This design comes from an exercise in tuning for small area, a short achievable clock period and few clock cycles per item on the open sky130 flow, not from production work.
In this exercise RTL edits were held to simulation tests only and were not proved equivalent to the original.

<file path="config.mk">
export PLATFORM = sky130hd
export DESIGN_NAME = polar_decoder
export DESIGN_NICKNAME = polar_decoder
export VERILOG_FILES = /design/flow/design.v
export SDC_FILE = /design/flow/constraint.sdc
export NUM_CORES = 8
export LEC_CHECK = 0
export CAP_MARGIN = 20
export CORE_MARGIN = 2
export CORE_UTILIZATION = 40
export CTS_CLUSTER_DIAMETER = 100
export CTS_CLUSTER_SIZE = 20
export SLEW_MARGIN = 20
</file>
<file path="constraint.sdc">
create_clock -name core_clock -period 12.0 [get_ports {clk}]
set_input_delay 2.4000 -clock core_clock [delete_from_list [all_inputs] [get_ports {clk}]]
set_output_delay 2.4000 -clock core_clock [all_outputs]
set_load 0.01 [all_outputs]
</file>
<file path="design.v">
module reliability_LUT(
    input   [6:0]   K,
    output  [127:0] fz,
    output  [31:0]  r0_4,
    output  [15:0]  r0_8,
    output  [7:0]   r0_16,
    output  [3:0]   r0_32,
    output  [1:0]   r0_64,
    output  [15:0]  r1_8,
    output  [7:0]   r1_16,
    output  [3:0]   r1_32
);
    wire [128:1] lt;
    genvar c;
    generate for (c = 1; c <= 128; c = c + 1) begin: g_lt
        assign lt[c] = ({1'b0, K} < c);
    end endgenerate
    assign fz[0] = lt[128];
    assign fz[1] = lt[127];
    assign fz[2] = lt[126];
    assign fz[3] = lt[124];
    assign fz[4] = lt[120];
    assign fz[5] = lt[112];
    assign fz[6] = lt[96];
    assign fz[7] = lt[125];
    assign fz[8] = lt[123];
    assign fz[9] = lt[64];
    assign fz[10] = lt[119];
    assign fz[11] = lt[122];
    assign fz[12] = lt[111];
    assign fz[13] = lt[118];
    assign fz[14] = lt[110];
    assign fz[15] = lt[116];
    assign fz[16] = lt[95];
    assign fz[17] = lt[63];
    assign fz[18] = lt[108];
    assign fz[19] = lt[94];
    assign fz[20] = lt[104];
    assign fz[21] = lt[92];
    assign fz[22] = lt[121];
    assign fz[23] = lt[62];
    assign fz[24] = lt[117];
    assign fz[25] = lt[88];
    assign fz[26] = lt[60];
    assign fz[27] = lt[109];
    assign fz[28] = lt[115];
    assign fz[29] = lt[80];
    assign fz[30] = lt[114];
    assign fz[31] = lt[56];
    assign fz[32] = lt[107];
    assign fz[33] = lt[93];
    assign fz[34] = lt[102];
    assign fz[35] = lt[48];
    assign fz[36] = lt[91];
    assign fz[37] = lt[103];
    assign fz[38] = lt[106];
    assign fz[39] = lt[90];
    assign fz[40] = lt[32];
    assign fz[41] = lt[61];
    assign fz[42] = lt[87];
    assign fz[43] = lt[100];
    assign fz[44] = lt[59];
    assign fz[45] = lt[86];
    assign fz[46] = lt[79];
    assign fz[47] = lt[54];
    assign fz[48] = lt[58];
    assign fz[49] = lt[84];
    assign fz[50] = lt[47];
    assign fz[51] = lt[78];
    assign fz[52] = lt[55];
    assign fz[53] = lt[113];
    assign fz[54] = lt[76];
    assign fz[55] = lt[105];
    assign fz[56] = lt[52];
    assign fz[57] = lt[46];
    assign fz[58] = lt[72];
    assign fz[59] = lt[101];
    assign fz[60] = lt[31];
    assign fz[61] = lt[89];
    assign fz[62] = lt[44];
    assign fz[63] = lt[99];
    assign fz[64] = lt[85];
    assign fz[65] = lt[30];
    assign fz[66] = lt[40];
    assign fz[67] = lt[98];
    assign fz[68] = lt[57];
    assign fz[69] = lt[83];
    assign fz[70] = lt[28];
    assign fz[71] = lt[77];
    assign fz[72] = lt[82];
    assign fz[73] = lt[53];
    assign fz[74] = lt[24];
    assign fz[75] = lt[75];
    assign fz[76] = lt[51];
    assign fz[77] = lt[74];
    assign fz[78] = lt[45];
    assign fz[79] = lt[71];
    assign fz[80] = lt[16];
    assign fz[81] = lt[50];
    assign fz[82] = lt[43];
    assign fz[83] = lt[70];
    assign fz[84] = lt[29];
    assign fz[85] = lt[42];
    assign fz[86] = lt[68];
    assign fz[87] = lt[39];
    assign fz[88] = lt[27];
    assign fz[89] = lt[97];
    assign fz[90] = lt[38];
    assign fz[91] = lt[26];
    assign fz[92] = lt[23];
    assign fz[93] = lt[36];
    assign fz[94] = lt[81];
    assign fz[95] = lt[22];
    assign fz[96] = lt[73];
    assign fz[97] = lt[15];
    assign fz[98] = lt[49];
    assign fz[99] = lt[20];
    assign fz[100] = lt[69];
    assign fz[101] = lt[14];
    assign fz[102] = lt[41];
    assign fz[103] = lt[12];
    assign fz[104] = lt[67];
    assign fz[105] = lt[37];
    assign fz[106] = lt[8];
    assign fz[107] = lt[66];
    assign fz[108] = lt[25];
    assign fz[109] = lt[35];
    assign fz[110] = lt[21];
    assign fz[111] = lt[34];
    assign fz[112] = lt[19];
    assign fz[113] = lt[13];
    assign fz[114] = lt[18];
    assign fz[115] = lt[11];
    assign fz[116] = lt[10];
    assign fz[117] = lt[7];
    assign fz[118] = lt[6];
    assign fz[119] = lt[65];
    assign fz[120] = lt[4];
    assign fz[121] = lt[33];
    assign fz[122] = lt[17];
    assign fz[123] = lt[9];
    assign fz[124] = lt[5];
    assign fz[125] = lt[3];
    assign fz[126] = lt[2];
    assign fz[127] = lt[1];
    assign r0_4[0] = lt[124];
    assign r0_4[1] = lt[96];
    assign r0_4[2] = lt[64];
    assign r0_4[3] = lt[110];
    assign r0_4[4] = lt[63];
    assign r0_4[5] = lt[62];
    assign r0_4[6] = lt[60];
    assign r0_4[7] = lt[56];
    assign r0_4[8] = lt[48];
    assign r0_4[9] = lt[90];
    assign r0_4[10] = lt[32];
    assign r0_4[11] = lt[54];
    assign r0_4[12] = lt[47];
    assign r0_4[13] = lt[55];
    assign r0_4[14] = lt[46];
    assign r0_4[15] = lt[31];
    assign r0_4[16] = lt[30];
    assign r0_4[17] = lt[28];
    assign r0_4[18] = lt[24];
    assign r0_4[19] = lt[45];
    assign r0_4[20] = lt[16];
    assign r0_4[21] = lt[29];
    assign r0_4[22] = lt[26];
    assign r0_4[23] = lt[22];
    assign r0_4[24] = lt[15];
    assign r0_4[25] = lt[12];
    assign r0_4[26] = lt[8];
    assign r0_4[27] = lt[21];
    assign r0_4[28] = lt[11];
    assign r0_4[29] = lt[6];
    assign r0_4[30] = lt[4];
    assign r0_4[31] = lt[1];
    assign r0_8[0] = lt[96];
    assign r0_8[1] = lt[64];
    assign r0_8[2] = lt[62];
    assign r0_8[3] = lt[56];
    assign r0_8[4] = lt[48];
    assign r0_8[5] = lt[32];
    assign r0_8[6] = lt[47];
    assign r0_8[7] = lt[31];
    assign r0_8[8] = lt[28];
    assign r0_8[9] = lt[24];
    assign r0_8[10] = lt[16];
    assign r0_8[11] = lt[22];
    assign r0_8[12] = lt[12];
    assign r0_8[13] = lt[8];
    assign r0_8[14] = lt[6];
    assign r0_8[15] = lt[1];
    assign r0_16[0] = lt[64];
    assign r0_16[1] = lt[56];
    assign r0_16[2] = lt[32];
    assign r0_16[3] = lt[31];
    assign r0_16[4] = lt[24];
    assign r0_16[5] = lt[16];
    assign r0_16[6] = lt[8];
    assign r0_16[7] = lt[1];
    assign r0_32[0] = lt[56];
    assign r0_32[1] = lt[31];
    assign r0_32[2] = lt[16];
    assign r0_32[3] = lt[1];
    assign r0_64[0] = lt[31];
    assign r0_64[1] = lt[1];
    assign r1_8[0] = ~lt[128];
    assign r1_8[1] = ~lt[123];
    assign r1_8[2] = ~lt[121];
    assign r1_8[3] = ~lt[117];
    assign r1_8[4] = ~lt[107];
    assign r1_8[5] = ~lt[100];
    assign r1_8[6] = ~lt[113];
    assign r1_8[7] = ~lt[101];
    assign r1_8[8] = ~lt[98];
    assign r1_8[9] = ~lt[82];
    assign r1_8[10] = ~lt[70];
    assign r1_8[11] = ~lt[97];
    assign r1_8[12] = ~lt[73];
    assign r1_8[13] = ~lt[67];
    assign r1_8[14] = ~lt[65];
    assign r1_8[15] = ~lt[33];
    assign r1_16[0] = ~lt[128];
    assign r1_16[1] = ~lt[121];
    assign r1_16[2] = ~lt[107];
    assign r1_16[3] = ~lt[113];
    assign r1_16[4] = ~lt[98];
    assign r1_16[5] = ~lt[97];
    assign r1_16[6] = ~lt[73];
    assign r1_16[7] = ~lt[65];
    assign r1_32[0] = ~lt[128];
    assign r1_32[1] = ~lt[113];
    assign r1_32[2] = ~lt[98];
    assign r1_32[3] = ~lt[73];
endmodule
module pe #(parameter W = 14) (
    input  signed [W-1:0] a,
    input  signed [W-1:0] b,
    input                 g,       
    input                 u,
    input                 na,      
    input                 nb,      
    output signed [W:0]   z,
    output                nz,      
    output                sS,      
    output                sD,      
    output                nzo,     
    output                zS,      
    output                zD       
);
    wire signed [W:0] S = a + b;
    wire signed [W:0] D = b - a;
    wire sa = a[W-1];
    wire sb = b[W-1];
    wire sel = (sa == sb) ? (D[W] ^ ~sa) : (S[W] ^ sa);
    wire signed [W:0] ax = a;
    wire signed [W:0] bx = b;
    wire sp = u ^ na ^ nb;
    assign z  = g ? (sp ? D : S) : (sel ? ax : bx);
    assign nz = g ? nb : ((sel ? sb : sa) ^ na ^ nb);
    assign sS = S[W];
    assign sD = D[W];
    wire [W:0] ax1 = ax, bx1 = bx;
    wire sz = ((ax1 ^ bx1) == {(ax1[W-1:0] | bx1[W-1:0]), 1'b0});
    wire dz = (a == b);
    assign nzo = g ? ~(sp ? dz : sz) : (|a & |b);
    assign zS = sz;
    assign zD = dz;
endmodule
module polar_decoder (
    input           clk,
    input           rst_n,
    input           module_en,
    output          proc_done,
    output  [ 10:0] raddr,
    input   [191:0] rdata,
    output  [  5:0] waddr,
    output  [139:0] wdata
);
    integer i, j;
    genvar gi;
    localparam ST_IDLE = 3'd0, ST_P1 = 3'd1, ST_PZ = 3'd2, ST_TOP = 3'd3,
               ST_TREE = 3'd4, ST_CWZ = 3'd5, ST_KF = 3'd6, ST_DONE = 3'd7;
    reg [2:0]  st;
    reg [6:0]  K, Kn, P;
    reg        knv, kf2, pcap;
    reg [5:0]  p;
    reg [10:0] cwbase;       
    reg [1:0]  q;
    reg [3:0]  ts;
    reg [2:0]  lv;
    reg [2:0]  pos;
    reg        actg;
    reg [1:0]  lstep;
    reg [1:0]  blr, ul;
    reg [10:0] raddr_r;
    reg [5:0]  waddr_r;
    reg        wd_clr, cwd1, dn1;
    reg [5:0]  p_d;
    reg        done;
    reg [126:0] wd;
    reg [6:0]  dec_idx;
    assign raddr = raddr_r;
    assign waddr = waddr_r;
    assign wdata = {13'd0, wd};
    assign proc_done = done;
    reg [191:0] hold;
    reg signed [13:0] B5 [0:31];
    reg signed [14:0] B4 [0:15];
    reg signed [15:0] B3 [0:7];
    reg signed [16:0] B2 [0:3];
    reg [3:0] nz2r;
    reg [31:0] F5;
    reg [15:0] F4;
    reg [7:0]  F3;
    reg [3:0]  F2;
    reg [3:0]  PS4;
    reg [7:0]  PS8;
    reg [15:0] PS16;
    reg [31:0] PS32;
    reg [63:0] PS64;
    reg        pv, pvo, pr1;
    reg [2:0]  pfs;
    reg [1:0]  pchunk;
    reg [3:0]  praw;
    reg [3:0]  pfz, pcomb, pmask;
    reg [4:0]  pw;
    wire [3:0]  PS4e;
    wire [7:0]  PS8e;
    wire [15:0] PS16e;
    wire [63:0] PS64e;
    wire [127:0] fz;
    wire [31:0]  r0_4;
    wire [15:0]  r0_8, r1_8;
    wire [7:0]   r0_16;
    wire [3:0]   r0_32;
    wire [1:0]   r0_64;
    wire [7:0]   r1_16;
    wire [3:0]   r1_32;
    reliability_LUT lut (.K(K), .fz(fz), .r0_4(r0_4), .r0_8(r0_8), .r0_16(r0_16),
                         .r0_32(r0_32), .r0_64(r0_64), .r1_8(r1_8), .r1_16(r1_16), .r1_32(r1_32));
    wire [6:0] Kx = (st == ST_KF) ? rdata[16:10] : Kn;
    wire [127:0] fzx_unused;
    wire [31:0]  r0x_4;
    wire [15:0]  r0x_8, r1x_8;
    wire [7:0]   r0x_16;
    wire [3:0]   r0x_32;
    wire [1:0]   r0x_64;
    wire [7:0]   r1x_16;
    wire [3:0]   r1x_32;
    reliability_LUT lutx (.K(Kx), .fz(fzx_unused), .r0_4(r0x_4), .r0_8(r0x_8), .r0_16(r0x_16),
                          .r0_32(r0x_32), .r0_64(r0x_64), .r1_8(r1x_8), .r1_16(r1x_16), .r1_32(r1x_32));
    wire [1:0] firstq_x = !r0x_32[0] ? 2'd0 : !r0x_32[1] ? 2'd1 : !r0x_32[2] ? 2'd2 : 2'd3;
    wire       zero_x   = (Kx == 7'd0);
    wire [1:0] firstq   = !r0_32[0] ? 2'd0 : !r0_32[1] ? 2'd1 : !r0_32[2] ? 2'd2 : 2'd3;
    reg [31:0] s_fz;
    reg [7:0]  s_r0_4;
    reg [3:0]  s_r0_8, s_r1_8;
    reg [1:0]  s_r0_16, s_r1_16;
    reg        s_r1_32;
    always @(posedge clk) begin
        if (st == ST_TOP && ts == 4'd2) begin
            s_fz    <= fz[{q, 5'd0} +: 32];
            s_r0_4  <= r0_4[{q, 3'd0} +: 8];
            s_r0_8  <= r0_8[{q, 2'd0} +: 4];
            s_r1_8  <= r1_8[{q, 2'd0} +: 4];
            s_r0_16 <= r0_16[{q, 1'd0} +: 2];
            s_r1_16 <= r1_16[{q, 1'd0} +: 2];
            s_r1_32 <= r1_32[q];
        end
    end
    reg  [3:0] fzq;                     
    wire in_top  = (st == ST_TOP);
    wire in_tree = (st == ST_TREE);
    reg m_topa, m_topb, m_l5, m_l4, m_l3, m_l2;
    reg s_b5lo, s_b4lo;        
    reg we5a, we5b, we4;
    reg r0left;
    always @* begin
        case (lv)
        3'd5: r0left = s_r0_16[0];
        3'd4: r0left = s_r0_8[{pos[2], 1'b0}];
        default: r0left = s_r0_4[{pos[2:1], 1'b0}];
        endcase
    end
    wire tree_g = actg | r0left;              
    wire tree_u_en = actg & ~r0left;
    reg [1:0] topk;
    always @* begin
        case (ts)
        4'd2: topk = 2'd2;
        4'd4: topk = 2'd0;
        4'd6: topk = 2'd3;
        default: topk = 2'd1;
        endcase
    end
    wire signed [18:0] pz [0:15];
    wire ps_S [0:15];
    wire ps_D [0:15];
    wire [15:0] pnz, ps_zS, ps_zD, pzf;
    generate for (gi = 0; gi < 16; gi = gi + 1) begin: g_pe
        localparam W = (gi < 6) ? 17 : (gi < 8) ? 15 : 14;
        localparam LX = (gi == 0) ? 0 : (gi == 1) ? 1 : (gi == 2) ? 0 : (gi == 3) ? 0 : 2;
        localparam LY = (gi == 0) ? 2 : (gi == 1) ? 3 : (gi == 2) ? 1 : (gi == 3) ? 3 : (gi == 4) ? 1 : 3;
        localparam [3:0] GI = gi;
        reg signed [W-1:0] a, b;
        reg gg, uu;
        wire signed [W-1:0] h2 = $signed(hold[12*gi +: 12]);
        wire signed [W-1:0] h1 = $signed(rdata[12*gi +: 12]);
        wire [W-1:0] b5hi = B5[16 + gi];
        wire [W-1:0] b5lo = B5[gi];
        wire [W-1:0] b4lo = B4[gi];
        reg af, bf;
        wire tg = m_topa ? q[1] : m_topb ? q[0] : (tree_g & ~m_l2);
        wire tu = (m_topa & q[1] & ~r0_64[0] & PS64e[{topk, GI}]) |
                  (m_topb & q[0] & ~r0_32[{q[1], 1'b0}] & PS32[{ts[3], GI}]) |
                  (tree_u_en & ((m_l5 & PS16e[gi]) | (m_l4 & PS8e[gi & 7]) | (m_l3 & PS4e[gi & 3])));
        if (gi >= 8) begin: c5
            always @* begin
                af = (s_b4lo & F4[gi]) | (m_l5 & F5[16 + gi]);
                bf = s_b5lo & F5[gi];
                a = ({W{m_topa}} & h2) | ({W{m_topb}} & b4lo) | ({W{m_l5}} & b5hi);
                b = ({W{m_topa}} & h1) | ({W{s_b5lo}} & b5lo);
            end
        end else if (gi >= 6) begin: c4
            wire [W-1:0] b4hi = B4[8 + gi];
            always @* begin
                af = (s_b4lo & F4[gi]) | (m_l5 & F5[16 + gi]);
                bf = (s_b5lo & F5[gi]) | (m_l4 & F4[8 + gi]);
                a = ({W{m_topa}} & h2) | ({W{s_b4lo}} & b4lo) | ({W{m_l5}} & b5hi);
                b = ({W{m_topa}} & h1) | ({W{s_b5lo}} & b5lo) | ({W{m_l4}} & b4hi);
            end
        end else if (gi >= 4) begin: c4l
            wire [W-1:0] b4hi = B4[8 + gi];
            wire [W-1:0] b2lo = B2[LX];
            wire [W-1:0] b2hi = B2[LY];
            always @* begin
                af = (s_b4lo & F4[gi]) | (m_l5 & F5[16 + gi]) | (m_l2 & F2[LX]);
                bf = (s_b5lo & F5[gi]) | (m_l4 & F4[8 + gi]) | (m_l2 & F2[LY]);
                a = ({W{m_topa}} & h2) | ({W{s_b4lo}} & b4lo) | ({W{m_l5}} & b5hi) | ({W{m_l2}} & b2lo);
                b = ({W{m_topa}} & h1) | ({W{s_b5lo}} & b5lo) | ({W{m_l4}} & b4hi) | ({W{m_l2}} & b2hi);
            end
        end else if (gi >= 2) begin: c3
            wire [W-1:0] b4hi = B4[8 + gi];
            wire [W-1:0] b3lo = B3[gi];
            wire [W-1:0] b3hi = B3[4 + gi];
            wire [W-1:0] b2lo = B2[LX];
            wire [W-1:0] b2hi = B2[LY];
            always @* begin
                af = (s_b4lo & F4[gi]) | (m_l5 & F5[16 + gi]) | (m_l3 & F3[gi]) | (m_l2 & F2[LX]);
                bf = (s_b5lo & F5[gi]) | (m_l4 & F4[8 + gi]) | (m_l3 & F3[4 + gi]) | (m_l2 & F2[LY]);
                a = ({W{m_topa}} & h2) | ({W{s_b4lo}} & b4lo) | ({W{m_l5}} & b5hi) | ({W{m_l3}} & b3lo) | ({W{m_l2}} & b2lo);
                b = ({W{m_topa}} & h1) | ({W{s_b5lo}} & b5lo) | ({W{m_l4}} & b4hi) | ({W{m_l3}} & b3hi) | ({W{m_l2}} & b2hi);
            end
        end else begin: c2
            wire [W-1:0] b4hi = B4[8 + gi];
            wire [W-1:0] b3lo = B3[gi];
            wire [W-1:0] b3hi = B3[4 + gi];
            wire [W-1:0] b2lo = B2[LX];
            wire [W-1:0] b2hi = B2[LY];
            always @* begin
                af = (s_b4lo & F4[gi]) | (m_l5 & F5[16 + gi]) | (m_l3 & F3[gi]) | (m_l2 & F2[LX]);
                bf = (s_b5lo & F5[gi]) | (m_l4 & F4[8 + gi]) | (m_l3 & F3[4 + gi]) | (m_l2 & F2[LY]);
                a = ({W{m_topa}} & h2) | ({W{s_b4lo}} & b4lo) | ({W{m_l5}} & b5hi) | ({W{m_l3}} & b3lo) | ({W{m_l2}} & b2lo);
                b = ({W{m_topa}} & h1) | ({W{s_b5lo}} & b5lo) | ({W{m_l4}} & b4hi) | ({W{m_l3}} & b3hi) | ({W{m_l2}} & b2hi);
            end
        end
        always @* begin
            gg = tg; uu = tu;
        end
        wire signed [W:0] z;
        pe #(.W(W)) u_pe (.a(a), .b(b), .g(gg), .u(uu), .na(af), .nb(bf), .z(z), .nz(pzf[gi]), .sS(ps_S[gi]), .sD(ps_D[gi]), .nzo(pnz[gi]), .zS(ps_zS[gi]), .zD(ps_zD[gi]));
        assign pz[gi] = z;
    end endgenerate
    wire [3:0] sgn2, es2, nz2;
    generate for (gi = 0; gi < 4; gi = gi + 1) begin: g_l2
        assign sgn2[gi] = B2[gi][16];
        assign es2[gi]  = B2[gi][16] ^ F2[gi];
        assign nz2[gi]  = nz2r[gi];
    end endgenerate
    wire caseL = fzq[0] & ~fzq[1];
    wire caseR = fzq[2] & ~fzq[3];
    function gtf(input sx, input sy, input sS, input sD, input zS, input zD);
        gtf = (!sx && !sy) ? sD : (sx && sy) ? (!sD && !zD) : (!sx && sy) ? (!sS && !zS) : sS;
    endfunction
    function ltf(input sx, input sy, input sS, input sD, input zS, input zD);
        ltf = (!sx && !sy) ? (!sD && !zD) : (sx && sy) ? sD : (!sx && sy) ? sS : (!sS && !zS);
    endfunction
    function srf(input bl, input fx, input fy, input sS, input sD, input zS, input zD);
        srf = ((bl ^ fx ^ fy) ? (sD & ~zD) : (sS & ~zS)) ^ (fy & ~((bl ^ fx ^ fy) ? zD : zS));
    endfunction
    wire gt01 = gtf(sgn2[0], sgn2[1], ps_S[2], ps_D[2], ps_zS[2], ps_zD[2]);
    wire gt10 = ltf(sgn2[0], sgn2[1], ps_S[2], ps_D[2], ps_zS[2], ps_zD[2]);
    wire gt03 = gtf(sgn2[0], sgn2[3], ps_S[3], ps_D[3], ps_zS[3], ps_zD[3]);
    wire gt30 = ltf(sgn2[0], sgn2[3], ps_S[3], ps_D[3], ps_zS[3], ps_zD[3]);
    wire gt21 = gtf(sgn2[2], sgn2[1], ps_S[4], ps_D[4], ps_zS[4], ps_zD[4]);
    wire gt12 = ltf(sgn2[2], sgn2[1], ps_S[4], ps_D[4], ps_zS[4], ps_zD[4]);
    wire gt23 = gtf(sgn2[2], sgn2[3], ps_S[5], ps_D[5], ps_zS[5], ps_zD[5]);
    wire gt32 = ltf(sgn2[2], sgn2[3], ps_S[5], ps_D[5], ps_zS[5], ps_zD[5]);
    wire G01 = (gt01 | gt03) & (gt21 | gt23);
    wire G10 = (gt10 | gt12) & (gt30 | gt32);
    wire sl0 = (es2[0] ^ es2[2]) & nz2[0] & nz2[2];
    wire sl1 = (es2[1] ^ es2[3]) & nz2[1] & nz2[3];
    wire lu0 = ~fzq[0] & (sl0 ^ sl1);
    wire sumL = (sl0 & sl1) | (sl0 & ~sl1 & G01) | (~sl0 & sl1 & G10);
    wire lu1 = ~fzq[1] & (fzq[0] ? sumL : sl1);
    wire lbl0 = lu0 ^ lu1;
    wire lbl1 = lu1;
    wire lu1x = ~fzq[0] & ~fzq[1] & sl1;
    wire bl0x = lu0 ^ lu1x;
    wire sr0_0 = srf(1'b0, F2[0], F2[2], ps_S[0], ps_D[0], ps_zS[0], ps_zD[0]);
    wire sr0_1 = srf(1'b1, F2[0], F2[2], ps_S[0], ps_D[0], ps_zS[0], ps_zD[0]);
    wire sr1_0 = srf(1'b0, F2[1], F2[3], ps_S[1], ps_D[1], ps_zS[1], ps_zD[1]);
    wire sr1_1 = srf(1'b1, F2[1], F2[3], ps_S[1], ps_D[1], ps_zS[1], ps_zD[1]);
    wire sr0 = bl0x ? sr0_1 : sr0_0;
    wire sr1 = lu1x ? sr1_1 : sr1_0;
    wire sr1L = sumL ? sr1_1 : sr1_0;
    wire lu2 = ~fzq[2] & (caseL ? (sumL ? (sr0_1 ^ sr1_1) : (sr0_0 ^ sr1_0)) : (sr0 ^ sr1));
    wire n0 = ((lstep == 2'd2) ? blr[0] : bl0x) ^ F2[0];
    wire n1 = ((lstep == 2'd2) ? blr[1] : lu1x) ^ F2[1];
    wire n2 = F2[2];
    wire n3 = F2[3];
    wire [18:0] x0 = {{2{B2[0][16]}}, B2[0]} ^ {19{n0}};
    wire [18:0] x1 = {{2{B2[1][16]}}, B2[1]} ^ {19{n1}};
    wire [18:0] x2 = {{2{B2[2][16]}}, B2[2]} ^ {19{n2}};
    wire [18:0] x3 = {{2{B2[3][16]}}, B2[3]} ^ {19{n3}};
    wire [18:0] k23  = {17'd0, n2 & n3, n2 ^ n3};
    wire [18:0] cs1s = x2 ^ x3 ^ k23;
    wire [18:0] cs1c = {(x2[17:0] & x3[17:0]) | (x2[17:0] & k23[17:0]) | (x3[17:0] & k23[17:0]), n0};
    wire [18:0] cs2s = cs1s ^ cs1c ^ x0;
    wire [18:0] cs2c = {(cs1s[17:0] & cs1c[17:0]) | (cs1s[17:0] & x0[17:0]) | (cs1c[17:0] & x0[17:0]), n1};
    wire [18:0] cs3s = cs2s ^ cs2c ^ x1;
    wire [18:0] cs3c = {(cs2s[17:0] & cs2c[17:0]) | (cs2s[17:0] & x1[17:0]) | (cs2c[17:0] & x1[17:0]), 1'b0};
    wire [18:0] sum4 = cs3s + cs3c;
    wire lu3 = ~fzq[3] & (fzq[2] ? sum4[18] : (caseL ? sr1L : sr1));
    wire [7:0] sgn3;
    wire nozero3;
    reg  [7:0] nz3;
    generate for (gi = 0; gi < 8; gi = gi + 1) begin: g_l3
        assign sgn3[gi] = B3[gi][15] ^ F3[gi];
        always @* nz3[gi] = |B3[gi];
    end endgenerate
    assign nozero3 = &nz3;
    wire [15:0] sgn4;
    wire [31:0] sgn5;
    reg  [15:0] nz4;
    reg  [31:0] nz5;
    generate for (gi = 0; gi < 16; gi = gi + 1) begin: g_l4
        assign sgn4[gi] = B4[gi][14] ^ F4[gi];
        always @* nz4[gi] = |B4[gi];
    end endgenerate
    generate for (gi = 0; gi < 32; gi = gi + 1) begin: g_l5
        assign sgn5[gi] = B5[(gi + 16) % 32][13] ^ F5[(gi + 16) % 32];
        always @* nz5[gi] = |B5[gi];
    end endgenerate
    wire r1ok3 = m_l3 & ~actg & s_r1_8[pos[2:1]] & nozero3;
    wire r1ok4 = m_l4 & ~actg & s_r1_16[pos[2]] & (&nz4);
    wire r1ok5 = m_l5 & ~actg & s_r1_32 & (&nz5);
    wire r1ok = r1ok3 | r1ok4 | r1ok5;
    wire r1last = (lv == 3'd3) | ((lv == 3'd4) & (lstep == 2'd1)) | ((lv == 3'd5) & (lstep == 2'd3));
    wire [3:0] moreq = {1'b0, ~r0_32[3], ~(r0_32[3] & r0_32[2]), ~(r0_32[3] & r0_32[2] & r0_32[1])};
    wire [10:0] nxb = cwbase + 11'd33;      
    wire        nbn = ~moreq[q];              
    reg [2:0]  st_n;
    reg [6:0]  K_n, Kn_n, P_n;
    reg        knv_n, kf2_n, pcap_n;
    reg [5:0]  p_n;
    reg [10:0] cwbase_n;
    reg [1:0]  rsel;          
    reg        rabs;
    reg [5:0]  roff;
    reg [1:0]  q_n;
    reg [3:0]  ts_n;
    reg [2:0]  lv_n, pos_n;
    reg        actg_n;
    reg [1:0]  lstep_n, blr_n, ul_n;
    reg        wd_clr_n, done_n, cwd1_n, dn1_n;
    reg        fin;           
    reg [2:0]  fs;            
    reg [3:0]  leafu;         
    reg        oute;          
    reg        sym;               
    reg        alt, alt_n;        
    reg [3:0]  ccomb, cmask;  
    reg [4:0]  cw;            
    reg        cw_done;
    reg        go;
    reg [2:0]  k;
    always @* begin
        st_n = st; K_n = K; Kn_n = Kn; P_n = P; knv_n = knv; kf2_n = 1'b0; pcap_n = 1'b0;
        p_n = p; cwbase_n = cwbase; rsel = 2'd0; rabs = 1'b0; roff = 6'd0; q_n = q; ts_n = ts;
        lv_n = lv; pos_n = pos; actg_n = actg; lstep_n = lstep; blr_n = blr; ul_n = ul;
        alt_n = ~alt;
        wd_clr_n = cwd1; cwd1_n = 1'b0; dn1_n = dn1; done_n = 1'b0;
        fin = 1'b0; fs = 3'd2; leafu = 4'd0;
        oute = 1'b0; ccomb = 0; cmask = 0; cw = 0;
        cw_done = 1'b0; go = 1'b0; sym = 1'b0;
        case (st)
        ST_IDLE: begin
            rsel = 2'd1; rabs = 1'b1;
            if (module_en && !done) begin
                K_n = rdata[16:10];
                p_n = 6'd0;
                cwbase_n = 11'd2;
                knv_n = 1'b0;
                wd_clr_n = 1'b1;
                rsel = 2'd1; rabs = 1'b0;
                st_n = ST_P1;
            end
        end
        ST_P1: begin
            if (K == 7'd0) begin
                st_n = ST_PZ;
            end else begin
                st_n = ST_TOP; ts_n = 4'd0; q_n = firstq;
                begin rsel = 2'd2; roff = 6'd2; end
                pcap_n = 1'b1;
            end
        end
        ST_PZ: begin
            P_n = rdata[6:0];
            st_n = ST_CWZ;
        end
        ST_CWZ: begin
            cw_done = 1'b1;
        end
        ST_KF: begin
            if (kf2) begin
                K_n = rdata[16:10];
                if (zero_x) st_n = ST_CWZ;
                else begin
                    st_n = ST_TOP; ts_n = 4'd0; q_n = firstq_x;
                    begin rsel = 2'd2; roff = 6'd2; end
                end
            end else kf2_n = 1'b1;
        end
        ST_TOP: begin
            if (pcap) P_n = rdata[6:0];
            ts_n = ts + 4'd1;
            case (ts)
            4'd0: begin rsel = 2'd2; roff = 6'd6; end
            4'd1: begin rsel = 2'd2; roff = 6'd0; end
            4'd2: begin rsel = 2'd2; roff = 6'd4; end
            4'd3: begin rsel = 2'd2; roff = 6'd3; end
            4'd4: begin rsel = 2'd2; roff = 6'd7; end
            4'd5: begin rsel = 2'd2; roff = 6'd1; end
            4'd6: begin rsel = 2'd2; roff = 6'd5; end
            4'd7: begin rsel = 2'd2; roff = 6'd32; end     
            default: ;
            endcase
            if (ts == 4'd9) begin
                Kn_n = rdata[16:10];
                knv_n = 1'b1;
            end
            if (ts == 4'd9) begin
                rsel = {1'b1, nbn}; roff = 6'd2; alt_n = 1'b0;
                st_n = ST_TREE; lv_n = 3'd5; pos_n = 3'd0; actg_n = 1'b0; lstep_n = 2'd0;
            end
        end
        ST_TREE: begin
            rsel = {1'b1, nbn}; roff = alt ? 6'd2 : 6'd6;
            if (lv == 3'd2) begin
                case (lstep)
                2'd0: begin
                    if (caseL && caseR) begin
                        ul_n = {lu1, lu0};
                        blr_n = {lbl1, lbl0};
                        lstep_n = 2'd2;
                    end else begin
                        fin = 1'b1; fs = 3'd2;
                        leafu = {lu3, lu2, lu1, lu0};
                    end
                end
                default: begin
                    fin = 1'b1; fs = 3'd2;
                    leafu = {lu3, 1'b0, ul[1], ul[0]};
                end
                endcase
            end else if (r1ok) begin
                oute = 1'b1;
                if (r1last) begin
                    fin = 1'b1; fs = lv;
                end else begin
                    lstep_n = lstep + 2'd1;
                end
            end else begin
                lv_n = lv - 3'd1;
                actg_n = 1'b0;
                lstep_n = 2'd0;
                if (tree_g) begin
                    case (lv)
                    3'd5: pos_n = pos + 3'd4;
                    3'd4: pos_n = pos + 3'd2;
                    default: pos_n = pos + 3'd1;
                    endcase
                end
            end
        end
        ST_DONE: begin
            dn1_n = 1'b1;
            if (dn1) begin
                done_n = 1'b1;
                st_n = ST_IDLE;
                dn1_n = 1'b0;
            end
            rsel = 2'd1; rabs = 1'b1;
        end
        default: st_n = ST_IDLE;
        endcase
        if (fin) begin
            lstep_n = 2'd0;
        end
        if (fin && fs == 3'd2) oute = 1'b1;
        cmask = {~r0_32[{q[1], 1'b0}], ~s_r0_16[0], ~s_r0_8[{pos[2], 1'b0}], ~s_r0_4[{pos[2:1], 1'b0}]};
        go = fin & (fs == 3'd2);
        if (go) begin
            if (pos[0]) begin
                ccomb[0] = 1'b1;
            end else if (!s_r0_4[{pos[2:1], 1'b1}]) begin
                cw[0] = 1'b1; go = 1'b0;
                lv_n = 3'd3; pos_n = {pos[2:1], 1'b0}; actg_n = 1'b1;
            end
        end
        go = go | (fin & (fs == 3'd3));
        if (go) begin
            if (pos[1]) begin
                ccomb[1] = 1'b1;
            end else if (!s_r0_8[{pos[2], 1'b1}]) begin
                cw[1] = 1'b1; go = 1'b0;
                lv_n = 3'd4; pos_n = {pos[2], 2'b00}; actg_n = 1'b1;
            end
        end
        go = go | (fin & (fs == 3'd4));
        if (go) begin
            if (pos[2]) begin
                ccomb[2] = 1'b1;
            end else if (!s_r0_16[1]) begin
                cw[2] = 1'b1; go = 1'b0;
                lv_n = 3'd5; pos_n = 3'd0; actg_n = 1'b1;
            end
        end
        go = go | (fin & (fs == 3'd5));
        if (go) begin
            if (q[0]) begin
                ccomb[3] = 1'b1;
            end else if (!r0_32[{q[1], 1'b1}]) begin
                cw[3] = 1'b1; go = 1'b0;
                sym = ~q[1] | r0_64[0];
                st_n = ST_TOP; ts_n = (alt | sym) ? 4'd2 : 4'd1; q_n = {q[1], 1'b1};
                begin rsel = 2'd2; roff = (alt | sym) ? 6'd0 : 6'd6; end
            end
        end
        if (go) begin
            if (!q[1] && !r0_64[1]) begin
                cw[4] = 1'b1; go = 1'b0;
                sym = r0_64[0];
                st_n = ST_TOP; ts_n = (alt | sym) ? 4'd2 : 4'd1; q_n = r0_32[2] ? 2'd3 : 2'd2;
                begin rsel = 2'd2; roff = (alt | sym) ? 6'd0 : 6'd6; end
            end else begin
                cw_done = 1'b1;
            end
        end
        if (cw_done) begin
            if (p == P - 7'd1) begin
                st_n = ST_DONE;
            end else begin
                p_n = p + 6'd1;
                cwbase_n = nxb;
                cwd1_n = 1'b1;
                knv_n = 1'b0;
                if (knv) begin
                    K_n = Kn;
                    if (zero_x) st_n = ST_CWZ;
                    else begin
                        sym = 1'b1;
                        st_n = ST_TOP; ts_n = (st == ST_TREE) ? ((alt | sym) ? 4'd2 : 4'd1) : 4'd0; q_n = firstq_x;
                        begin rsel = 2'd3; roff = (st == ST_TREE) ? ((alt | sym) ? 6'd0 : 6'd6) : 6'd2; end
                    end
                end else begin
                    st_n = ST_KF;
                    begin rsel = 2'd2; roff = 6'd32; end
                end
            end
        end
    end
    wire [10:0] raddr_n = (rsel == 2'd0) ? raddr_r : (rsel == 2'd1) ? {10'd0, rabs} :
                          ((rsel[0] ? nxb : cwbase) + {5'd0, roff});
    wire [3:0] fzq_n = s_fz[{pos_n, 2'b00} +: 4];
    always @(posedge clk or negedge rst_n) begin
        if (!rst_n) begin
            alt <= 1'b0; fzq <= 4'd0;
            st <= ST_IDLE; K <= 0; Kn <= 0; P <= 0; knv <= 0; kf2 <= 0; pcap <= 0;
            p <= 0; cwbase <= 0; raddr_r <= 11'd1; q <= 0; ts <= 0;
            lv <= 0; pos <= 0; actg <= 0; lstep <= 0; blr <= 0; ul <= 0;
            wd_clr <= 0; done <= 0; waddr_r <= 0; cwd1 <= 0; dn1 <= 0; p_d <= 0;
            pv <= 0; pvo <= 0;
        end else begin
            st <= st_n; K <= K_n; Kn <= Kn_n; P <= P_n; knv <= knv_n; kf2 <= kf2_n; pcap <= pcap_n;
            p <= p_n; cwbase <= cwbase_n; raddr_r <= raddr_n; q <= q_n; ts <= ts_n;
            lv <= lv_n; pos <= pos_n; actg <= actg_n; lstep <= lstep_n; blr <= blr_n; ul <= ul_n;
            wd_clr <= wd_clr_n; done <= done_n; cwd1 <= cwd1_n; dn1 <= dn1_n;
            p_d <= p; waddr_r <= p_d; alt <= alt_n; fzq <= fzq_n;
            pv <= fin; pvo <= oute;
        end
    end
    wire tn = (st_n == ST_TOP);
    wire rn = (st_n == ST_TREE);
    always @(posedge clk) begin
        begin
            m_topa <= tn & ((ts_n == 4'd2) | (ts_n == 4'd4) | (ts_n == 4'd6) | (ts_n == 4'd8));
            m_topb <= tn & ((ts_n == 4'd5) | (ts_n == 4'd9));
            s_b5lo <= (tn & ((ts_n == 4'd5) | (ts_n == 4'd9))) | (rn & (lv_n == 3'd5));
            s_b4lo <= (tn & ((ts_n == 4'd5) | (ts_n == 4'd9))) | (rn & (lv_n == 3'd4));
            m_l5   <= rn & (lv_n == 3'd5);
            m_l4   <= rn & (lv_n == 3'd4);
            m_l3   <= rn & (lv_n == 3'd3);
            m_l2   <= rn & (lv_n == 3'd2);
            we5a   <= tn & ((ts_n == 4'd2) | (ts_n == 4'd6) | (ts_n == 4'd9));
            we5b   <= tn & (ts_n == 4'd5);
            we4    <= (tn & ((ts_n == 4'd4) | (ts_n == 4'd8))) | (rn & (lv_n == 3'd5));
        end
    end
    always @(posedge clk) begin
        pfs <= lv; pr1 <= (lv != 3'd2); pchunk <= lstep;
        praw <= leafu; pfz <= fzq;
        pcomb <= ccomb; pmask <= cmask; pw <= cw & {5{fin}};
    end
    wire        pwv = pv;
    reg  [7:0] X;
    always @* begin
        case (pfs)
        3'd3: X = sgn3;
        3'd4: X = pchunk[0] ? sgn4[15:8] : (sgn4[7:0] ^ sgn4[15:8]);
        default: begin
            case (pchunk)
            2'd0: X = sgn5[7:0] ^ sgn5[15:8] ^ sgn5[23:16] ^ sgn5[31:24];
            2'd1: X = sgn5[15:8] ^ sgn5[31:24];
            2'd2: X = sgn5[23:16] ^ sgn5[31:24];
            default: X = sgn5[31:24];
            endcase
        end
        endcase
    end
    reg  [7:0] pbt;
    reg  [7:0] poutc;
    reg  [3:0] poutn;
    reg  [2:0] kk;
    always @* begin
        pbt = pr1 ? X : {4'd0, praw};
        for (i = 0; i < 8; i = i + 1) if ((i & 1) == 0) pbt[i] = pbt[i] ^ pbt[i+1];
        for (i = 0; i < 8; i = i + 1) if ((i & 2) == 0) pbt[i] = pbt[i] ^ pbt[i+2];
        for (i = 0; i < 8; i = i + 1) if ((i & 4) == 0) pbt[i] = pbt[i] ^ pbt[i+4];
        poutc = 8'd0;
        if (pr1) begin
            poutc = pbt;
            poutn = 4'd8;
        end else begin
            kk = 3'd0;
            for (i = 0; i < 4; i = i + 1) begin
                if (!pfz[i]) begin
                    poutc[kk] = praw[i];
                    kk = kk + 3'd1;
                end
            end
            poutn = {1'b0, kk};
        end
    end
    wire [3:0]  pb4  = {praw[3], praw[2] ^ praw[3], praw[1] ^ praw[3], praw[0] ^ praw[1] ^ praw[2] ^ praw[3]};
    wire [7:0]  pb8  = (pfs == 3'd3) ? sgn3 : pcomb[0] ? {pb4, (PS4 & {4{pmask[0]}}) ^ pb4} : {4'd0, pb4};
    wire [15:0] pb16 = (pfs == 3'd4) ? sgn4 : pcomb[1] ? {pb8, (PS8 & {8{pmask[1]}}) ^ pb8} : {8'd0, pb8};
    wire [31:0] pb32 = (pfs == 3'd5) ? sgn5 : pcomb[2] ? {pb16, (PS16 & {16{pmask[2]}}) ^ pb16} : {16'd0, pb16};
    wire [63:0] pb64 = pcomb[3] ? {pb32, (PS32 & {32{pmask[3]}}) ^ pb32} : {32'd0, pb32};
    wire w4  = pwv & pw[0];
    wire w8  = pwv & pw[1];
    wire w16 = pwv & pw[2];
    wire w32 = pwv & pw[3];
    wire w64 = pwv & pw[4];
    assign PS4e  = w4  ? pb4  : PS4;
    assign PS8e  = w8  ? pb8  : PS8;
    assign PS16e = w16 ? pb16 : PS16;
    assign PS64e = w64 ? pb64 : PS64;
    wire [15:0] win = {8'd0, poutc} << dec_idx[2:0];
    wire [15:0] blk = 16'd1 << dec_idx[6:3];
    reg  [126:0] wd_n;
    always @* begin
        for (i = 0; i < 127; i = i + 1) begin
            wd_n[i] = wd[i] | (blk[i / 8] & win[i % 8]);
            if (i >= 8) wd_n[i] = wd_n[i] | (blk[i / 8 - 1] & win[8 + i % 8]);
        end
    end
    always @(posedge clk) begin
        if (wd_clr) begin
            wd <= 0;
            dec_idx <= 0;
        end else if (pvo) begin
            wd <= wd_n;
            dec_idx <= dec_idx + poutn;
        end
    end
    always @(posedge clk) begin
        hold  <= rdata;
        if (w4)  PS4  <= pb4;
        if (w8)  PS8  <= pb8;
        if (w16) PS16 <= pb16;
        if (w32) PS32 <= pb32;
        if (w64) PS64 <= pb64;
        for (i = 0; i < 16; i = i + 1) begin
            if (we5a) begin B5[i] <= pz[i][13:0]; F5[i] <= pzf[i]; end
            if (we5b) begin B5[16+i] <= pz[i][13:0]; F5[16+i] <= pzf[i]; end
            if (we4)  begin B4[i] <= pz[i][14:0]; F4[i] <= pzf[i]; end
        end
        for (i = 0; i < 8; i = i + 1)
            if (m_l4) begin B3[i] <= pz[i][15:0]; F3[i] <= pzf[i]; end
        for (i = 0; i < 4; i = i + 1)
            if (m_l3) begin
                B2[i] <= pz[i][16:0];
                F2[i] <= pzf[i];
                nz2r[i] <= pnz[i];
            end
    end
endmodule
</file>
<file path="flow/run.sh">
#!/bin/bash
set -euo pipefail
export SETUP_SLACK_MARGIN=6.5
export POST_GLOBAL_ROUTE_TCL="$(pwd)/flow/post_grt.tcl"
bash standard.sh > standard.log 2>&1
</file>
<file path="flow/post_grt.tcl">
# Hook run by ORFS at the end of global routing (POST_GLOBAL_ROUTE_TCL): the timing repair
# just before can leave a few max-slew/max-capacitance violations, so repair the design
# once more with global-route parasitics and re-route the changed nets incrementally,
# the same sequence global_route.tcl uses after its own repairs.
estimate_parasitics -global_routing
puts "post-grt slew violations before: [sta::max_slew_violation_count]"
repair_design -slew_margin 20 -cap_margin 20 -verbose
global_route -start_incremental
detailed_placement
global_route -end_incremental
estimate_parasitics -global_routing
puts "post-grt slew violations after: [sta::max_slew_violation_count]"
write_guides $::env(RESULTS_DIR)/route.guide
</file>
<file path="standard.sh">
#!/bin/bash
# synth_recipe.tcl (not shown) runs the flow's synth.tcl, then flattens the netlist and writes it again
# the make line also repeats each setting of config.mk as NAME=value (left out here)
make -C /OpenROAD-flow-scripts/flow DESIGN_CONFIG=/design/flow/config.mk WORK_HOME=/design/flow/orfs CLKGATE_MAP_FILE= SYNTH_SCRIPT=/design/flow/synth_recipe.tcl "${@:-finish}"
</file>
==> results of run 1 <==
-- cell type report --
| cell class | count | area [um^2] | share of cell area (%) |
|---|---|---|---|
| Inverter | 756 | 2840 | 2.35 |
| Antenna cell | 29 | 72.6 | 0.0599 |
| Timing Repair Buffer | 921 | 8940 | 7.39 |
| Multi-Input combinational cell | 7560 | 59400 | 49.1 |
| Tap cell | 3348 | 4190 | 3.46 |
| Clock buffer | 152 | 2750 | 2.27 |
| Clock inverter | 31 | 379 | 0.313 |
| Sequential cell | 1581 | 42500 | 35.1 |
-- worst paths after layout --
check / from / endpoint / slack, ns / cells past startpoint
worst max register to register: F2[1] / praw[3] / 6.04 / 24
worst min register to register: p_d[2] / waddr_r[2] / 0.35 / 0
min in group asynchronous: rst_n / Kn[2] / 1.47 / 1
worst max-delay path: F2[1] / praw[3] / 6.04 / 24
worst min-delay path: p_d[2] / waddr_r[2] / 0.35 / 0
max in group asynchronous: rst_n / wd_clr / 9.53 / 3
-- metal layers --
metal  vias up  GRT usage [%]  share of wire [%]  wire length (um)
li1      39467              -                  -                 -
met3      1036           8.18                 11             50800
met4        40           16.6                6.6             29100
met1     45187           44.0                 40            176000
met5         -              0              0.072               320
met2      5574           48.0                 42            188000
-- synth_stat cells (248+ instances only) --
| library cell | n | area (um^2) |
|---|---|---|
| nor4_1 | 248 | 1550 |
| a22oi_1 | 277 | 2080 |
| nand2_1 | 973 | 3650 |
| xnor2_1 | 362 | 3170 |
| dfxtp_1 | 456 | 9130 |
| mux2i_1 | 313 | 3130 |
| nor2_1 | 746 | 2800 |
| a21oi_1 | 728 | 3640 |
| o21ai_0 | 433 | 2170 |
| inv_1 | 753 | 2830 |
| ha_1 | 663 | 8300 |
| edfxtp_1 | 1029 | 30900 |
| clkbuf_1 | 444 | 1670 |
| nand3_1 | 258 | 1290 |
-- logic make-up after synthesis --
family | synth area share (%)
AO/OA/AOI/OAI | 19.4
XOR/XNOR | 5.42
adder cells (fa/ha/maj) | 9.81
buffers and inverters | 5.12
flip-flops | 42.2
multiplexers | 4.51
other | 0.00373
AND/OR/NAND/NOR | 13.5
-- worst max-delay path, cell delays in order, from the launching register on --
cell and delay [ns]:
edfxtp_1 0.55, xnor2_2 0.30, xnor2_2 0.15, and3_4 0.21
inv_2 0.04, or3_4 0.38, mux2_4 0.32, mux2_4 0.33
xnor2_2 0.17, buf_6 0.20, buf_12 0.15, buf_4 0.13
xor2_1 0.23, fa_1 0.46, inv_1 0.10, fa_1 0.40
ha_1 0.30, nor2b_1 0.13, o21ai_1 0.14, nand2b_1 0.12
a211oi_4 0.34, o31ai_4 0.10, xnor2_2 0.34, nand4b_1 0.18
o41ai_2 0.09
-- through the flow --
| stage | hold slack, ns | worst slack, ns | utilization, % |
|---|---|---|---|
| 2_1_floorplan | 0.331 | 6.00 | - |
| 3_3_place_gp | 0.339 | 4.31 | 43.1 |
| 3_5_place_dp | 0.335 | 4.23 | 43.2 |
| 4_1_cts | 0.356 | 6.18 | 46.3 |
| 6_report | 0.355 | 6.04 | 48.3 |
-- placed cells by master (no fill, tap or decap), types with 92 or more instances in the layout --
cell type        synthesis  final
a21o_1                 135    134
a21oi_1                728    536
a21oi_2                  1    163
a222oi_1               170    170
a22o_1                 115    104
a22oi_1                277    227
buf_4                   18    451
clkbuf_16                0    112
clkdlybuf4s50_1          0    238
dfrtp_1                 95     92
dfxtp_1                456    443
edfxtp_1              1029   1029
ha_1                   663    526
inv_1                  753    721
mux2i_1                313    274
nand2_1                973    932
nand3_1                258    202
nand4_1                149    149
nor2_1                 746    711
nor3_1                 135    123
nor4_1                 248    222
o211ai_1               117    117
o21ai_0                433    324
o21bai_1               149    135
xnor2_1                362    318
xor2_1                 231    215
-- registers in the layout, indices dropped and copies added, names as in the netlist, 11 cells and up --
name / cells
PS64: 64
B4: 240
B3: 128
PS16: 16
hold: 192
PS32: 32
raddr_r: 11
F4: 16
s_fz: 32
B5: 448
B2: 68
F5: 32
cwbase: 11
wd: 127
==> flow_summary.ini, run 1 <==
[cells_and_area]
syn2layout_area_growth_pct = 20.4
final_cells = 14378
drive_above_1_share_pct = 17.1
nets = 11847
stdcell_area_um2 = 121000
final.fill_count = 22921

[timing]
hold_viol_final = 0
slew_violations = 0
final-setup-viol-count = 0
worst_slew_pin_slew_ns = 1.37
clock_skew_ns = 0.0713
max_freq_mhz = 168
fin_crit_ns = 5.96
slew_headroom_pct = 8.63
period_share_pct = 49.7
tns_ns = 0

[place]
placed_area_um2 = 108000
gp_congestion = 1.06
placed_cells = 13722
port_buffers = 339
dp_hpwl_um = 322000

[clocking]
htreeDepth = 3
clockBufferDepth = 3
post_cts_buffers = 206
cts_tree = built
cts.repair.resized = 656
clk_latency_ns = 0.84
clock-root-buffer = clkbuf_16
clkSlewWorstSetupHoldPaths_ns = 0.10
cts_hold_buf = 0
cts_buffers = 100
numClockSinks = 1581

[synth]
yosys_warnings = 9
synth_cell_types = 103
synth.avg_cell_area_um2 = 9.60
yosysSeqAreaShare_pct = 42.2
syn-instance-count = 10472
ys_ff_latch = 1581
synth_top_flop_cell = edfxtp_1
synth-edff-count = 1029
synth_area_um2 = 101000
postSynth.asyncResetShare_pct = 6.07

[floorplan]
die_area_um2 = 255000
rows = 184
coreArea_um2 = 251000
initial_core_util_pct = 40.1
io_pins = 353
dieHeight_um = 505
die_x_um = 505

[routing]
viasPerCell = 6.35
vias = 91304
first_pass_iters = 11
route.detailed.drc = 0
ant_nets = 0
routed_wl_um = 444000
drtIter0Drc = 12765
wire_per_inst_um = 30.9

[critical_path]
crit_arrival_ns = 6.70
cp_data_required_time_ns = 12.74
critPathKind = reg2reg
startpoint_type = flip-flop
critPathMaxFanout = 8
crit_path_end_kind = flip-flop

[min_path]
hold_path_class = reg2reg

[global_route]
grt_pass1_vias = 84210
grt_usage_pct = 32.6
grt_pass1_wl_um = 613000
grt_max_degree = 138
grt_overflow = 0
antenna_found_initial = 54

[status]
status = complete, no violations

[flow_run]
maxCapViolCount = 0
Testbench counts, summed over its fixed seeds: cycles 60,770, packets 864.
==> inputs of run 2 (changes only) <==
--- a/config.mk
+++ b/config.mk
@@ -7,7 +7,7 @@
 export LEC_CHECK = 0
 export CAP_MARGIN = 20
 export CORE_MARGIN = 2
-export CORE_UTILIZATION = 40
+export CORE_UTILIZATION = 50
 export CTS_CLUSTER_DIAMETER = 100
 export CTS_CLUSTER_SIZE = 20
 export SLEW_MARGIN = 20
==> run 2 against run 1 <==
Compared with the run above:
- synthesized cell count is the same
- sequential share of layout area increased by 0.34 points
- design area down 0.97%
- non-clock buffer count up 11
- routed wire length shrank 2.6%
- clock skew fell by 0.025 ns
- register-to-register slack got worse by 0.45 ns
- fmax is 7.0% lower
- hold slack is essentially flat
- largest cell class unchanged
- highest routed layer unchanged
==> flow_summary.ini, run 2 <==
[cells_and_area]
nets = 11855
final.fill_count = 16978
final_cells = 13686
reg_top3 = B5: 448 flops, B4: 240 flops, hold: 192 flops
largest-register = B5
stdcell_area_um2 = 120000
largest_reg_flops = 448
layout_commonest_cell = edfxtp_1
final_cell_mix = edfxtp_1 (1029), nand2_1 (939), nor2_1 (719)
syn2layout_area_growth_pct = 19.2
drive_above_1_share_pct = 16.8

[synth]
synth_area_leader_cell = edfxtp_1
synth.avg_cell_area_um2 = 9.60
synth_commonest_cells = edfxtp_1 (1029), nand2_1 (973), inv_1 (753)
synth_area_um2 = 101000
postSynth.asyncResetShare_pct = 6.07
syn-instance-count = 10472
synth_cell_types = 103
yosysSeqAreaShare_pct = 42.2
synth_top_flop_cell = edfxtp_1
synth-edff-count = 1029
synth_top_area_share_pct = 30.7
ys_ff_latch = 1581
yosys_warnings = 9
synthTopCellsByArea = edfxtp_1 (31%), dfxtp_1 (9.1%), ha_1 (8.2%)
synth_most_common_cell = edfxtp_1

[critical_path]
startpoint_type = flip-flop
critPathKind = reg2reg
crit_arrival_ns = 7.12
cp-startpoint = B2[3][16]
r2r_slack_ns = 5.59
critPathMaxFanout = 5
slowest_delay_ns = 0.56
regToRegEndpoint = praw[3]
crit_path_end_kind = flip-flop
cp_slowest_cell = edfxtp_1
worst-r2r-cell-count = 27
crit-reg2reg-launch = B2[3][16]
cp_data_required_time_ns = 12.71

[timing]
clock_skew_ns = 0.0459
period_share_pct = 53.5
slew_headroom_pct = 12.6
hold_viol_final = 0
worst_slew_pin_slew_ns = 1.30
tns_ns = 0
fin_crit_ns = 6.41
max_freq_mhz = 156
fin_ws_ns = 5.59
final-setup-viol-count = 0
slew_violations = 0

[clocking]
clock-root-buffer = clkbuf_16
cts_tree = built
htreeDepth = 3
cts_hold_buf = 0
clkSlewWorstSetupHoldPaths_ns = 0.10
post_cts_buffers = 297
numClockSinks = 1581
clk_latency_ns = 0.80
cts_buffers = 95
cts.repair.resized = 781
clockBufferDepth = 3

[routing]
drtIter0Drc = 13401
ant_nets = 0
viasPerCell = 6.63
wire_per_inst_um = 31.6
route.detailed.drc = 0
vias = 90776
routed_wl_um = 432000
first_pass_iters = 10

[global_route]
grt_pass1_vias = 84377
grt_pass1_wl_um = 602000
grt_max_degree = 140
grt_overflow = 0
antenna_found_initial = 34
grt_usage_pct = 40.0

[floorplan]
die_area_um2 = 205000
die_x_um = 452
coreArea_um2 = 200000
io_pins = 353
rows = 164
initial_core_util_pct = 50.3
dieHeight_um = 452

[min_path]
hold_path_class = reg2reg
min-delay-start = p_d[5]
holdPathStages = 0
holdPathEnd = waddr_r[5]

[place]
port_buffers = 339
placed_area_um2 = 107000
gp_congestion = 1.03
dp_hpwl_um = 313000
pre_cts_slack_ns = 4.27
placed_cells = 13030

[status]
status = complete, no violations

[flow_run]
maxCapViolCount = 0
==> run 2: cell counts after synthesis <==
Identical to the previous run, type by type.
==> run 2: per-stage QoR <==
| stage | hold slack, ns | utilization, % |
|---|---|---|
| after detailed placement | 0.339 | 53.7 |
| final | 0.355 | 60.0 |
| after CTS | 0.358 | 58.1 |
| after global placement | 0.333 | 53.7 |
| after floorplan | 0.331 | - |
==> run 2: worst max path at each step <==
stage / end / slack [ns] / depth (start not counted)
2_1_floorplan: B2[0][10] / 6.00 / 18
3_3_place_gp: praw[3] / 4.37 / 15
3_5_place_dp: praw[3] / 4.27 / 15
4_1_cts: praw[3] / 5.92 / 27
6_report: praw[3] / 5.59 / 27
==> run 2: worst max-delay path: cells and delay by family, from the launching register on <==
family,cells,cell delay [ns]
xor gates and xnor gates,5,1.15
buffers and inverters,3,0.33
DFF,1,0.56
adders and majority gates,4,1.87
muxes,2,0.63
AOI/OAI and AO/OA,6,0.90
and+or+nand+nor,7,0.87
==> run 2: cell type report <==
class	count	area [um^2]	area share, %
antenna	21	52.6	0.0438
clock buffer	158	2730	2.28
clock inverter	20	194	0.162
inverter	756	2850	2.38
multi-input combinational	7562	59400	49.6
sequential	1581	42500	35.4
tap	2656	3320	2.77
timing repair buffer	932	8860	7.39
==> run 2: cells by family (layout without fill, tap and decap cells) <==
family,after synthesis,after routing,share of synthesized area [%]
AOI/OAI and AO/OA,2847,2847,19.4
DFF,1581,1581,42.2
buffers and inverters,1346,1866,5.12
other,1,34,0.00373
and+or+nand+nor,2915,2915,13.5
xor gates and xnor gates,605,609,5.42
adders and majority gates,751,751,9.81
muxes,426,427,4.51
==> run 2: layer usage <==
| metal | GRT usage, % | wire [um] | share of wire [%] |
|---|---|---|---|
| met1 | 53.7 | 169000 | 39 |
| met2 | 58.8 | 183000 | 42 |
| met3 | 9.87 | 50500 | 12 |
| met4 | 23.0 | 29600 | 6.8 |
| met5 | 0 | 80 | 0.018 |
==> inputs of run 3 (changes only) <==
--- a/design.v
+++ b/design.v
@@ -558,7 +558,7 @@
     wire r1ok4 = m_l4 & ~actg & s_r1_16[pos[2]] & (&nz4);
     wire r1ok5 = m_l5 & ~actg & s_r1_32 & (&nz5);
     wire r1ok = r1ok3 | r1ok4 | r1ok5;
-    wire r1last = (lv == 3'd3) | ((lv == 3'd4) & (lstep == 2'd1)) | ((lv == 3'd5) & (lstep == 2'd3));
+    wire r1last = (lv != 3'd5) | (lstep == 2'd1);
     wire [3:0] moreq = {1'b0, ~r0_32[3], ~(r0_32[3] & r0_32[2]), ~(r0_32[3] & r0_32[2] & r0_32[1])};
     wire [10:0] nxb = cwbase + 11'd33;      
     wire        nbn = ~moreq[q];              
@@ -827,34 +827,28 @@
         pcomb <= ccomb; pmask <= cmask; pw <= cw & {5{fin}};
     end
     wire        pwv = pv;
-    reg  [7:0] X;
+    reg  [15:0] X;
     always @* begin
         case (pfs)
-        3'd3: X = sgn3;
-        3'd4: X = pchunk[0] ? sgn4[15:8] : (sgn4[7:0] ^ sgn4[15:8]);
-        default: begin
-            case (pchunk)
-            2'd0: X = sgn5[7:0] ^ sgn5[15:8] ^ sgn5[23:16] ^ sgn5[31:24];
-            2'd1: X = sgn5[15:8] ^ sgn5[31:24];
-            2'd2: X = sgn5[23:16] ^ sgn5[31:24];
-            default: X = sgn5[31:24];
-            endcase
-        end
+        3'd3: X = {8'd0, sgn3};
+        3'd4: X = {sgn4[15:8], sgn4[7:0] ^ sgn4[15:8]};
+        default: X = pchunk[0] ? {sgn5[31:24], sgn5[23:16] ^ sgn5[31:24]} :
+                                 {sgn5[15:8] ^ sgn5[31:24], sgn5[7:0] ^ sgn5[15:8] ^ sgn5[23:16] ^ sgn5[31:24]};
         endcase
     end
-    reg  [7:0] pbt;
-    reg  [7:0] poutc;
-    reg  [3:0] poutn;
-    reg  [2:0] kk;
+    reg  [15:0] pbt;
+    reg  [15:0] poutc;
+    reg  [4:0]  poutn;
+    reg  [2:0]  kk;
     always @* begin
-        pbt = pr1 ? X : {4'd0, praw};
-        for (i = 0; i < 8; i = i + 1) if ((i & 1) == 0) pbt[i] = pbt[i] ^ pbt[i+1];
-        for (i = 0; i < 8; i = i + 1) if ((i & 2) == 0) pbt[i] = pbt[i] ^ pbt[i+2];
-        for (i = 0; i < 8; i = i + 1) if ((i & 4) == 0) pbt[i] = pbt[i] ^ pbt[i+4];
-        poutc = 8'd0;
+        pbt = X;
+        for (i = 0; i < 16; i = i + 1) if ((i & 1) == 0) pbt[i] = pbt[i] ^ pbt[i+1];
+        for (i = 0; i < 16; i = i + 1) if ((i & 2) == 0) pbt[i] = pbt[i] ^ pbt[i+2];
+        for (i = 0; i < 16; i = i + 1) if ((i & 4) == 0) pbt[i] = pbt[i] ^ pbt[i+4];
+        poutc = 16'd0;
         if (pr1) begin
             poutc = pbt;
-            poutn = 4'd8;
+            poutn = (pfs == 3'd3) ? 5'd8 : 5'd16;
         end else begin
             kk = 3'd0;
             for (i = 0; i < 4; i = i + 1) begin
@@ -863,7 +857,7 @@
                     kk = kk + 3'd1;
                 end
             end
-            poutn = {1'b0, kk};
+            poutn = {2'd0, kk};
         end
     end
     wire [3:0]  pb4  = {praw[3], praw[2] ^ praw[3], praw[1] ^ praw[3], praw[0] ^ praw[1] ^ praw[2] ^ praw[3]};
@@ -880,13 +874,14 @@
     assign PS8e  = w8  ? pb8  : PS8;
     assign PS16e = w16 ? pb16 : PS16;
     assign PS64e = w64 ? pb64 : PS64;
-    wire [15:0] win = {8'd0, poutc} << dec_idx[2:0];
+    wire [23:0] win = {8'd0, poutc} << dec_idx[2:0];
     wire [15:0] blk = 16'd1 << dec_idx[6:3];
     reg  [126:0] wd_n;
     always @* begin
         for (i = 0; i < 127; i = i + 1) begin
             wd_n[i] = wd[i] | (blk[i / 8] & win[i % 8]);
-            if (i >= 8) wd_n[i] = wd_n[i] | (blk[i / 8 - 1] & win[8 + i % 8]);
+            if (i >= 8)  wd_n[i] = wd_n[i] | (blk[i / 8 - 1] & win[8 + i % 8]);
+            if (i >= 16) wd_n[i] = wd_n[i] | (blk[i / 8 - 2] & win[16 + i % 8]);
         end
     end
     always @(posedge clk) begin
--- a/config.mk
+++ b/config.mk
@@ -7,7 +7,7 @@
 export LEC_CHECK = 0
 export CAP_MARGIN = 20
 export CORE_MARGIN = 2
-export CORE_UTILIZATION = 50
+export CORE_UTILIZATION = 40
 export CTS_CLUSTER_DIAMETER = 100
 export CTS_CLUSTER_SIZE = 20
 export SLEW_MARGIN = 20
==> run 3 against run 2 <==
Compared with the run above:
- clock skew grew 0.0071 ns
- sequential share of layout area fell by 0.63 points
- via count is 3.1% higher
- register-to-register slack gained 0.45 ns
- first-iteration DRC count about the same
- core utilization fell by 12 points
- synthesized cell count is 3.2% higher
==> flow_summary.ini, run 3 <==
[critical_path]
critPathKind = reg2reg
crit_path_end_kind = flip-flop
critPathMaxFanout = 14
cp_slowest_cell = dfxtp_1
slowest_delay_ns = 0.92
startpoint_type = flip-flop
path_cells = xnor2_2 > xnor3_2 > a21oi_4 > a211oi_1 > o21ai_0 > o311ai_0 > mux2i_1 > a41oi_1 > o41a_1 > nand2_1 > mux2i_1 > xnor2_1 > o21ai_1
crit_top_cell = mux2i_1
worst-r2r-cell-count = 13
crit-reg2reg-launch = praw[3]
regToRegEndpoint = B5[16][13]
r2r_slack_ns = 6.04
crit_arrival_ns = 6.46
cp_data_required_time_ns = 12.50

[synth]
postSynth.asyncResetShare_pct = 6.08
synth_top_flop_cell = edfxtp_1
synth_cell_types = 105
synth_commonest_cells = edfxtp_1 (1029), nand2_1 (1016), nor2_1 (854)
yosys_warnings = 9
yosysSeqAreaShare_pct = 41.4
ys_ff_latch = 1580
syn-instance-count = 10811
synth_area_leader_cell = edfxtp_1
synth_top_area_share_pct = 30.2
synth-edff-count = 1029
synth_most_common_cell = edfxtp_1
synthTopCellsByArea = edfxtp_1 (30%), dfxtp_1 (8.9%), ha_1 (8.0%)
synth_area_um2 = 102000
synth.avg_cell_area_um2 = 9.46

[cells_and_area]
layout_commonest_cell = edfxtp_1
final.fill_count = 23639
final_cell_mix = edfxtp_1 (1029), nand2_1 (982), nor2_1 (813)
syn2layout_area_growth_pct = 19.3
stdcell_area_um2 = 122000
largest-register = B5
reg_top3 = B5: 448 flops, B4: 240 flops, hold: 192 flops
largest_reg_flops = 448
nets = 12164
drive_above_1_share_pct = 16.1

[timing]
clock_skew_ns = 0.0530
holdWs_ns = 0.355
max_freq_mhz = 168
tns_ns = 0
final-setup-viol-count = 0
hold_viol_final = 0
fin_crit_ns = 5.96
worst_slew_pin_slew_ns = 1.22
slew_violations = 0
slew_headroom_pct = 18.0
period_share_pct = 49.7

[clocking]
htreeDepth = 3
numClockSinks = 1580
clock-root-buffer = clkbuf_16
cts.repair.resized = 629
clockBufferDepth = 3
post_cts_buffers = 269
cts_hold_buf = 0
clkSlewWorstSetupHoldPaths_ns = 0.09
cts_buffers = 100
clk_latency_ns = 0.84
cts_tree = built

[floorplan]
dieHeight_um = 510
die_x_um = 510
die_area_um2 = 260000
io_pins = 353
initial_core_util_pct = 40.3
coreArea_um2 = 254000
rows = 185

[routing]
first_pass_iters = 11
ant_nets = 0
routed_wl_um = 459000
route.detailed.drc = 0
drtIter0Drc = 13410
wire_per_inst_um = 31.2
vias = 93558
viasPerCell = 6.36

[place]
port_buffers = 339
dp_hpwl_um = 336000
placed_area_um2 = 110000
gp_congestion = 1.05

[global_route]
grt_pass1_wl_um = 638000
grt_overflow = 0
grt_max_degree = 130
grt_usage_pct = 33.7
grt_pass1_vias = 87256
antenna_found_initial = 46

[min_path]
holdPathStages = 0
min-delay-start = p_d[1]
holdPathEnd = waddr_r[1]
hold_path_class = reg2reg

[status]
status = complete, no violations

[flow_run]
maxCapViolCount = 0
[run 3: cell types whose count changed after synthesis, moves of 21 or more]
cell / delta
nand2_1: +43
nor3_1: +79
nor2_1: +108
clkbuf_1: +69
a211oi_1: +44
o21bai_1: -22
buf_1: -28
xor2_1: +21
a221oi_1: +55
mux2i_1: +38
o221ai_1: -33
o2bb2ai_1: -23
o22ai_1: -23
and3_1: +23
[run 3: worst max-delay path by stage]
stage | start | endpoint | slack, ns | cells past startpoint
4_1_cts | F2[1] | praw[3] | 6.08 | 27
6_report | praw[3] | B5[16][13] | 6.04 | 13
3_5_place_dp | rdata[71] | praw[3] | 4.35 | 17
2_1_floorplan | rdata[96] | B4[8][1] | 6.14 | 18
3_3_place_gp | rdata[71] | praw[3] | 4.45 | 17
[run 3: final cells by class]
class | instances | area (um^2) | area share [%]
multi-input combinational | 7884 | 60400 | 49.5
sequential | 1580 | 42500 | 34.8
timing repair buffer | 940 | 8920 | 7.31
tap | 3366 | 4210 | 3.45
clock buffer | 154 | 2780 | 2.28
inverter | 737 | 2770 | 2.27
clock inverter | 30 | 410 | 0.336
antenna | 22 | 55.1 | 0.0451
[run 3: worst max-delay path: cells and delay by family, from the launching register on]
kind	cells	cell delay, ns
muxes	2	0.49
xor gates and xnor gates	3	1.00
AOI/OAI and AO/OA	7	2.64
DFF	1	0.92
and+or+nand+nor	1	0.58
[run 3: cells by family (layout without fill, tap and decap cells)]
| logic type | Yosys count | after routing | synth area share [%] |
|---|---|---|---|
| AO/OA/AOI/OAI | 2863 | 2864 | 19.3 |
| other | 1 | 35 | 0.00366 |
| adder cells (fa/ha/maj) | 744 | 744 | 9.56 |
| multiplexers | 452 | 452 | 4.69 |
| AND/OR/NAND/NOR | 3172 | 3173 | 14.4 |
| buffers and inverters | 1369 | 1861 | 5.12 |
| XOR/XNOR | 630 | 638 | 5.51 |
| flip-flops | 1580 | 1580 | 41.4 |
[run 3: metal layers]
metal	share of wire [%]	global-route usage, %	vias up	wire (um)
met5	0.033	0	-	152
li1	-	-	40616	-
met2	43	50.4	5653	197000
met4	6.7	19.0	26	30900
met3	11	8.13	985	50000
met1	40	44.5	46278	182000
[run 3: stage by stage]
step	setup WS [ns]	cells	util [%]
after detailed placement	4.35	14069	43.4
after CTS	6.08	14540	46.7
final	6.04	14713	48.0
after floorplan	6.14	10823	-
after global placement	4.45	14068	43.4
Testbench counts of run 3, summed over its fixed seeds: cycles 59,397, packets 864.

-- separate check: timing with driven ports --
The results above use ideal ports. As a check the final layouts listed here were re-extracted and re-timed, cells and wires unchanged. Step 1 (the two cells are an assumption about what drives the block):
set clk [get_ports {clk}]
set_driving_cell -lib_cell sky130_fd_sc_hd__clkbuf_16 $clk
set_driving_cell -lib_cell sky130_fd_sc_hd__buf_2 [delete_from_list [all_inputs] $clk]
Step 2 adds t to the input delays and takes it off the output delays; t is the mean of the earliest and latest rising clock arrival at the registers after step 1. Input paths then give back, and output paths get back, about the clock's delay inside the block. a / b / c = no drivers / after step 1 / after step 2; a / b = the first two.
run | t (ns) | setup WS [ns] | worst setup path at the end | worst register clock-pin slew, ns | worst slew at a driven data input, ns
run 1 | 0.913 | 6.038 / 6.038 / 5.433 | input to register | 0.10 / 0.10 | 0.28
run 2 | 0.873 | 5.585 / 5.585 / 5.495 | input to register | 0.11 / 0.11 | 0.40
run 3 | 0.923 | 6.039 / 6.039 / 5.365 | input to register | 0.10 / 0.10 | 0.25
After both steps every run listed still meets setup and hold. For run 3, which loses most, drivers alone change the setup slack by 0.000 ns; drivers and shift together by -0.674 ns.
